Context: an optimization exercise on an open-source flow, tuned for small area and a short achievable clock period. The choices shown serve that exercise and are no tape-out recipe.
Where RTL was checked, it was by simulation tests only, not by an equivalence proof against the original.
Function not checked in run 2: the RTL went through the layout flow alone.

## flow/design.v (module list and top-level ports; edited modules follow where they fit)
// module quadrature_decoder: 9 lines
// module StepperPositionController: 1284 lines
// module sp_csa: 10 lines
// module sp_hsa: 9 lines
// module sp_rca: 22 lines
// module sp_inc: 19 lines
// module sp_ugt: 19 lines
module StepperPositionController (
    input clk,
    input reset,
    input write,
    input [4:0] address,
    input signed [31:0] writedata,
    input read,
    output signed [31:0] readdata,
    output step,
    output dir,
    input A,
    input B,
    input I,
    output reg enable,
    output reg [1:0] MS,
    input endswitch
  );
  // ...
==> flow/flow/run.sh <==
#!/bin/bash
# The standard layout (standard.sh), with the clock tree built without the
# dummy loads that CTS otherwise adds for balancing. Each tool's output goes to
# the ORFS logs under orfs/logs; standard.sh's own output to standard.log.
set -o pipefail
export CTS_ARGS="-sink_clustering_enable -repair_clock_nets -dont_use_dummy_load -buf_list sky130_fd_sc_hd__clkbuf_8 -sink_clustering_size 16 -sink_clustering_max_diameter 80"
bash standard.sh > standard.log 2>&1
==> flow/standard.sh <==
#!/bin/bash
# synth_recipe.tcl (not shown) runs the flow's synth.tcl, then flattens the netlist and writes it again
# the make line also repeats each setting of config.mk as NAME=value (left out here)
make -C /OpenROAD-flow-scripts/flow DESIGN_CONFIG=/design/flow/config.mk WORK_HOME=/design/flow/orfs CLKGATE_MAP_FILE= SYNTH_SCRIPT=/design/flow/synth_recipe.tcl "${@:-finish}"
==> flow/config.mk <==
export PLATFORM = sky130hd
export DESIGN_NAME = StepperPositionController
export DESIGN_NICKNAME = StepperPositionController
export VERILOG_FILES = /design/flow/design.v
export SDC_FILE = /design/flow/constraint.sdc
export NUM_CORES = 4
export LEC_CHECK = 0
export ABC_AREA = 1
export CAP_MARGIN = 20
export CORE_MARGIN = 2
export CORE_UTILIZATION = 40
export CTS_BUF_LIST = sky130_fd_sc_hd__clkbuf_4
export SLEW_MARGIN = 20
export SYNTH_HIERARCHICAL = 1
==> flow/constraint.sdc <==
create_clock -name core_clock -period 100.0 [get_ports {clk}]
set_input_delay 20.0000 -clock core_clock [delete_from_list [all_inputs] [get_ports {clk}]]
set_output_delay 20.0000 -clock core_clock [all_outputs]
set_load 0.01 [all_outputs]
==> run summary, run 1 <==
- Status: no timing/DRC/antenna violations
- Largest stage delay, worst path: 0.87 ns
- Rows: 140
- Dpl cell area: 0.06129 mm²
- GR Overflow Total: 0
- Share of cells above drive strength 1: 4.503%
- Post-CTS setup repair buffer count: 0
- Met1 Usage GRT: 37.07%
- CP Capture Point: readdata[16]
- Critical path depth: 12
- Syn Inst Count: 6403
- Post-route setup TNS: 0 ns
- Clkbuf count: 48
- Critical path origin: address[0]
- Cell taking the most area after synthesis: fa_1
- CP top delay family: buffers and inverters
- Required @ worst endpoint: 80.00 ns
- Post-detailed-route count of antenna-violating nets: 0
- Max-slew violation count: 0
- Worst Hold Depth: 0
- GRT Resource Usage Total: 26.78%
- # nets final: 7177
- Netlist cell types: 56
- Unrepaired setup endpoints after global routing: no
- Post-synth EDFFs: 24
- Syn. warnings: 7
- Clock Tree Root: clkbuf_8
- CTS buffer count: 48
- Tapcell count: 1917
- Most common cell after layout, fill and taps aside: nand2_1
- Initial Utilization: 40.30%
- Startpoint types: input port
- Most frequent cells in the layout: nand2_1 (1054), o22ai_1 (755), inv_1 (720), fa_1 (720), xor2_1 (581)
- Layout area overhead: 5.756%
- Hold Crit Class: flip-flop to flip-flop
==> run 2, diff against run 1 <==
--- a/flow/design.v
+++ b/flow/design.v
@@ -1258,41 +1258,52 @@
     end else if (ms_lfsr == 16'hBD88) begin
       ms_lfsr <= 16'h0001;
       ticks_per_millisecond <= ticks_n;
       pos_prev_n <= position_n;
     end else begin
       ms_lfsr <= {ms_lfsr[14:0], ms_lfsr[15] ^ ms_lfsr[14] ^ ms_lfsr[12] ^ ms_lfsr[3]};
     end
   end
+  wire [19:0] rsel0, rsel1, rsel2, rsel3;
+  sp_rddec rdec0 (.address(address), .sel(rsel0));
+  sp_rddec rdec1 (.address(address), .sel(rsel1));
+  sp_rddec rdec2 (.address(address), .sel(rsel2));
+  sp_rddec rdec3 (.address(address), .sel(rsel3));
+  wire [31:0] rd_src [0:19];
+  assign rd_src[0] = setpoint;
+  assign rd_src[1] = Kp;
+  assign rd_src[2] = Ki;
+  assign rd_src[3] = deadband;
+  assign rd_src[4] = integralMax;
+  assign rd_src[5] = outputMax;
+  assign rd_src[6] = error;
+  assign rd_src[7] = position;
+  assign rd_src[8] = pterm;
+  assign rd_src[9] = iterm;
+  assign rd_src[10] = term_sum;
+  assign rd_src[11] = result;
+  assign rd_src[12] = pos_offset;
+  assign rd_src[13] = {31'd0, endswitch};
+  assign rd_src[14] = ticks_per_millisecond;
+  assign rd_src[15] = {31'd0, enable};
+  assign rd_src[16] = {30'd0, MS};
+  assign rd_src[17] = result_freq;
+  assign rd_src[18] = ramp_up_limit;
+  assign rd_src[19] = ramp_up_threshold;
   reg [31:0] rd;
+  integer rk;
   always @(*) begin
-    case (address)
-      5'h0: rd = setpoint;
-      5'h1: rd = Kp;
-      5'h2: rd = Ki;
-      5'h3: rd = deadband;
-      5'h4: rd = integralMax;
-      5'h5: rd = outputMax;
-      5'h6: rd = error;
-      5'h7: rd = position;
-      5'h8: rd = pterm;
-      5'h9: rd = iterm;
-      5'hA: rd = term_sum;
-      5'hB: rd = result;
-      5'hC: rd = pos_offset;
-      5'hD: rd = {31'd0, endswitch};
-      5'hE: rd = ticks_per_millisecond;
-      5'hF: rd = {31'd0, enable};
-      5'h10: rd = {30'd0, MS};
-      5'h11: rd = result_freq;
-      5'h12: rd = ramp_up_limit;
-      5'h13: rd = ramp_up_threshold;
-      default: rd = 32'd0;
-    endcase
+    rd = 32'd0;
+    for (rk = 0; rk < 20; rk = rk + 1) begin
+      rd[7:0] = rd[7:0] | (rd_src[rk][7:0] & {8{rsel0[rk]}});
+      rd[15:8] = rd[15:8] | (rd_src[rk][15:8] & {8{rsel1[rk]}});
+      rd[23:16] = rd[23:16] | (rd_src[rk][23:16] & {8{rsel2[rk]}});
+      rd[31:24] = rd[31:24] | (rd_src[rk][31:24] & {8{rsel3[rk]}});
+    end
   end
   assign readdata = rd;
 endmodule
 module sp_csa #(parameter N = 1) (
     input [N-1:0] a,
     input [N-1:0] b,
     input [N-1:0] c,
     output [N-1:0] s,
@@ -1365,8 +1376,19 @@
       end else begin : next
         assign gin = bit_[i-1].gout;
       end
       wire gout = (a[i] ^ b[i]) ? a[i] : gin;
     end
   endgenerate
   assign gt = bit_[N-1].gout;
 endmodule
+module sp_rddec (
+    input [4:0] address,
+    output [19:0] sel
+  );
+  genvar k;
+  generate
+    for (k = 0; k < 20; k = k + 1) begin : dec
+      assign sel[k] = address == k;
+    end
+  endgenerate
+endmodule
==> flow/flow/run.sh (replaced) <==
#!/bin/bash
# The standard layout (standard.sh), with two changes passed to ORFS:
#  - the clock tree uses sky130_fd_sc_hd__clkbuf_8 cells on sink clusters of at
#    most 14 flip-flops within 70 um, without the dummy loads CTS otherwise adds
#    for balancing;
#  - the port buffers are sky130_fd_sc_hd__buf_2 cells.
# Each tool's output goes to the ORFS logs under orfs/logs; standard.sh's own
# output to standard.log.
set -o pipefail
export CTS_ARGS="-sink_clustering_enable -repair_clock_nets -dont_use_dummy_load -buf_list sky130_fd_sc_hd__clkbuf_8 -sink_clustering_size 14 -sink_clustering_max_diameter 70"
export BUFFER_PORTS_ARGS="-buffer_cell sky130_fd_sc_hd__buf_2"
bash standard.sh > standard.log 2>&1
--- a/flow/config.mk
+++ b/flow/config.mk
@@ -4,11 +4,11 @@
 export VERILOG_FILES = /design/flow/design.v
 export SDC_FILE = /design/flow/constraint.sdc
 export NUM_CORES = 4
 export LEC_CHECK = 0
 export ABC_AREA = 1
 export CAP_MARGIN = 20
 export CORE_MARGIN = 2
 export CORE_UTILIZATION = 40
-export CTS_BUF_LIST = sky130_fd_sc_hd__clkbuf_4
+export CTS_BUF_LIST = sky130_fd_sc_hd__clkbuf_8
 export SLEW_MARGIN = 20
 export SYNTH_HIERARCHICAL = 1
==> run 2 against run 1 <==
  * Still clean
  * Sequential cell count did not move
  * Die area rose by 1.6%
  * First-iteration DRC count down 12%
  * Fmax is 1.8% higher
  * Worst setup slack better by 0.79 ns
  * Clock skew is 0.0041 ns higher
  * Synthesized cell count up 4.2%
  * Critical path type unchanged
==> run summary, run 2 <==
- Status: no timing/DRC/antenna violations
- Setup Crit Path Kind: input port to output pin
- Layout Skew: 0.06939 ns
- Startpoint types: input port
- Dpl cell area: 0.06163 mm² (+0.55%)
- Core area: 0.1478 mm²
- Layout area overhead: 4.658%
- Cells along the critical path: buf_2, inv_1, nand3_1, nor2_1, inv_1, o21ai_0, a221oi_1, o21ai_0, a21oi_1, nand3_1, a221oi_1, o211ai_1, a221oi_1, o2111ai_1, buf_2
- Crit-path max FO: 28
- Detail Placement HPWL: 144700 µm
- Slowest cell on the critical path: buf_2
- Largest net degree at the start of global routing: 160
- Rows: 141 (+0.71%)
- Final Hold Fails: 0
- Worst Hold Launch: b_delayed[0]
- GPL Wtd Cong: 0.9517
- Post-layout min period: 43.15 ns
- CTS sink cnt: 655
- Largest stage delay, worst path: 0.47 ns (-0.40 ns)
- Syn Inst Count: 6670 (+4.2%)
- Vias in the first global route: 50478
- Drt pass-1 iters: 7
- CP arrival: 23.15 ns
- Die height: 390.1 µm
- Hold-fix buffers at CTS: 0
- Mapped Area: 0.05964 mm²
- # IOs: 82
- Chip Width: 390.1 µm
- Share of cells above drive strength 1: 5.549% (+1.0 points)
- Hold Path End: b_delayed[1]
- R2r endpoint: res_nz
- Unrepaired setup endpoints after global routing: no
- Most frequent cells in the layout: nand2_1 (1271), inv_1 (756), fa_1 (720)
- Required @ worst endpoint: 80.00 ns (about the same)
- CTS Buffer Depth: 3
- Post-route setup TNS: 0 ns (unchanged)
- Finish-stage setup viols: 0
- PortBufs: 79
- GR Overflow Total: 0 (unchanged)
- First-pass GRT wire length: 305000 µm
- Reg2reg start: position[0]
- # nets final: 7411 (+3.3%)
- Slew Limit Headroom: 20.81%
- Setup crit end kind: output pin
- CTS clk-pin slew, worst paths: 0.10 ns
- GRT Resource Usage Total: 25.90% (-0.88 points)
- Initial drt markers: 4638
- Post-detailed-route count of antenna-violating nets: 0 (unchanged)
- Least-Margin Pin Slew: 1.188 ns
- Reg-to-reg slack, setup: 66.36 ns
- Hold Crit Class: flip-flop to flip-flop
- CTS resizes: 0
- Die Area: 0.1522 mm²
- Initial Utilization: 40.34% (about the same)
- Via density: 5.854
- Syn. warnings: 7 (unchanged)
- Fin crit share: 43.15%
- Via count: 49082
- CTS buffer count: 54 (+13%)
- Clock Latency Late Sink: 0.74 ns
- Achievable clock frequency: 23.17 MHz
- Post-CTS setup repair buffer count: 0 (unchanged)
- Final Cell Area: 0.06241 mm²
- CP dominant cell by count: a221oi_1
- Max-slew violation count: 0 (unchanged)
- H-tree depth: 2
- R2R depth: 90
- Initial antenna violation count: 3
- Max-cap viol count: 0
- Average wire per standard cell: 23.53 µm
- Worst Hold Depth: 0 (unchanged)
- Clock Tree Root: clkbuf_8
- Most common cell after layout, fill and taps aside: nand2_1
- CTS tree: yes
- Number of remaining DRC errors: 0
- Syn avg cell area: 8.941 µm²
- Drt total wl: 197300 µm
==> run 2: routing by layer <==
metal | up-vias | part of all wire, % | routed length [µm] | global-route usage [%]
li1 | 21531 | - | - | -
met5 | - | 0 | 0 | 0
met1 | 24482 | 41 | 80840 | 34.94
met4 | 0 | 4.3 | 8579 | 10.80
met2 | 2514 | 45 | 89420 | 40.81
met3 | 555 | 9.3 | 18420 | 5.003
==> run 2: metrics by stage <==
| step | setup slack (ns) | util, % | instances | hold WS, ns |
|---|---|---|---|---|
| finish | 56.85 | 42.22 | 8384 | 0.3591 |
| floorplan | 58.04 | - | 6678 | 0.3312 |
| global placement | 56.93 | 41.65 | 8325 | 0.3346 |
| global route | 56.57 | 42.22 | 8383 | 0.3750 |
| detailed placement | 56.89 | 41.68 | 8327 | 0.3347 |
| CTS | 56.87 | 42.19 | 8381 | 0.3593 |
==> run 2: how the worst max path moves through the flow <==
stage,from,end,slack [ns],cells after the start
detailed placement,address[0],readdata[8],56.89,14
global placement,address[0],readdata[8],56.93,14
finish,address[1],readdata[6],56.85,15
floorplan,address[4],readdata[8],58.04,13
CTS,address[0],readdata[8],56.87,14
global route,address[0],readdata[8],56.57,14
==> run 2: layout make-up <==
class | instances | area, µm²
multi-input cells | 4803 | 38770
fillers | 14302 | 85430
inverters | 776 | 2920
repair buffers | 164 | 1102
well taps | 1930 | 2415
diodes | 2 | 5.005
clock buffers | 54 | 743.2
flip-flops and latches | 655 | 16450
==> run 2: critical path, delay by kind of cell <==
family                 cells  cell delay [ns]
AOI/OAI and AO/OA          8             1.69
and+or+nand+nor            3             0.34
buffers and inverters      4             1.09

what the ideal ports hide:
The results above use ideal ports. As a check the final layouts listed here were re-extracted and re-timed, cells and wires unchanged.
Step 1, drivers: a clkbuf_16 drives clk and a buf_2 each remaining input, both assumed.
Step 2 moves the port delays by t, midway between the first and last clock arrival at a register: inputs arrive t later, outputs are due t later. That takes back most of the time a late clock gives input paths.
a / b / c = no drivers / after step 1 / after step 2; a / b = the first two.
run | t (ns) | slack for setup (ns) | worst setup path at the end | worst data-port slew with drivers (ns) | cell pins on the clock port's net
run 1 | 0.760 | 56.058 / 56.028 / 56.028 | input to output | 0.11 | 1
run 2 | 0.778 | 56.846 / 56.816 / 56.816 | input to output | 0.12 | 1
After both steps every run listed still meets setup and hold.
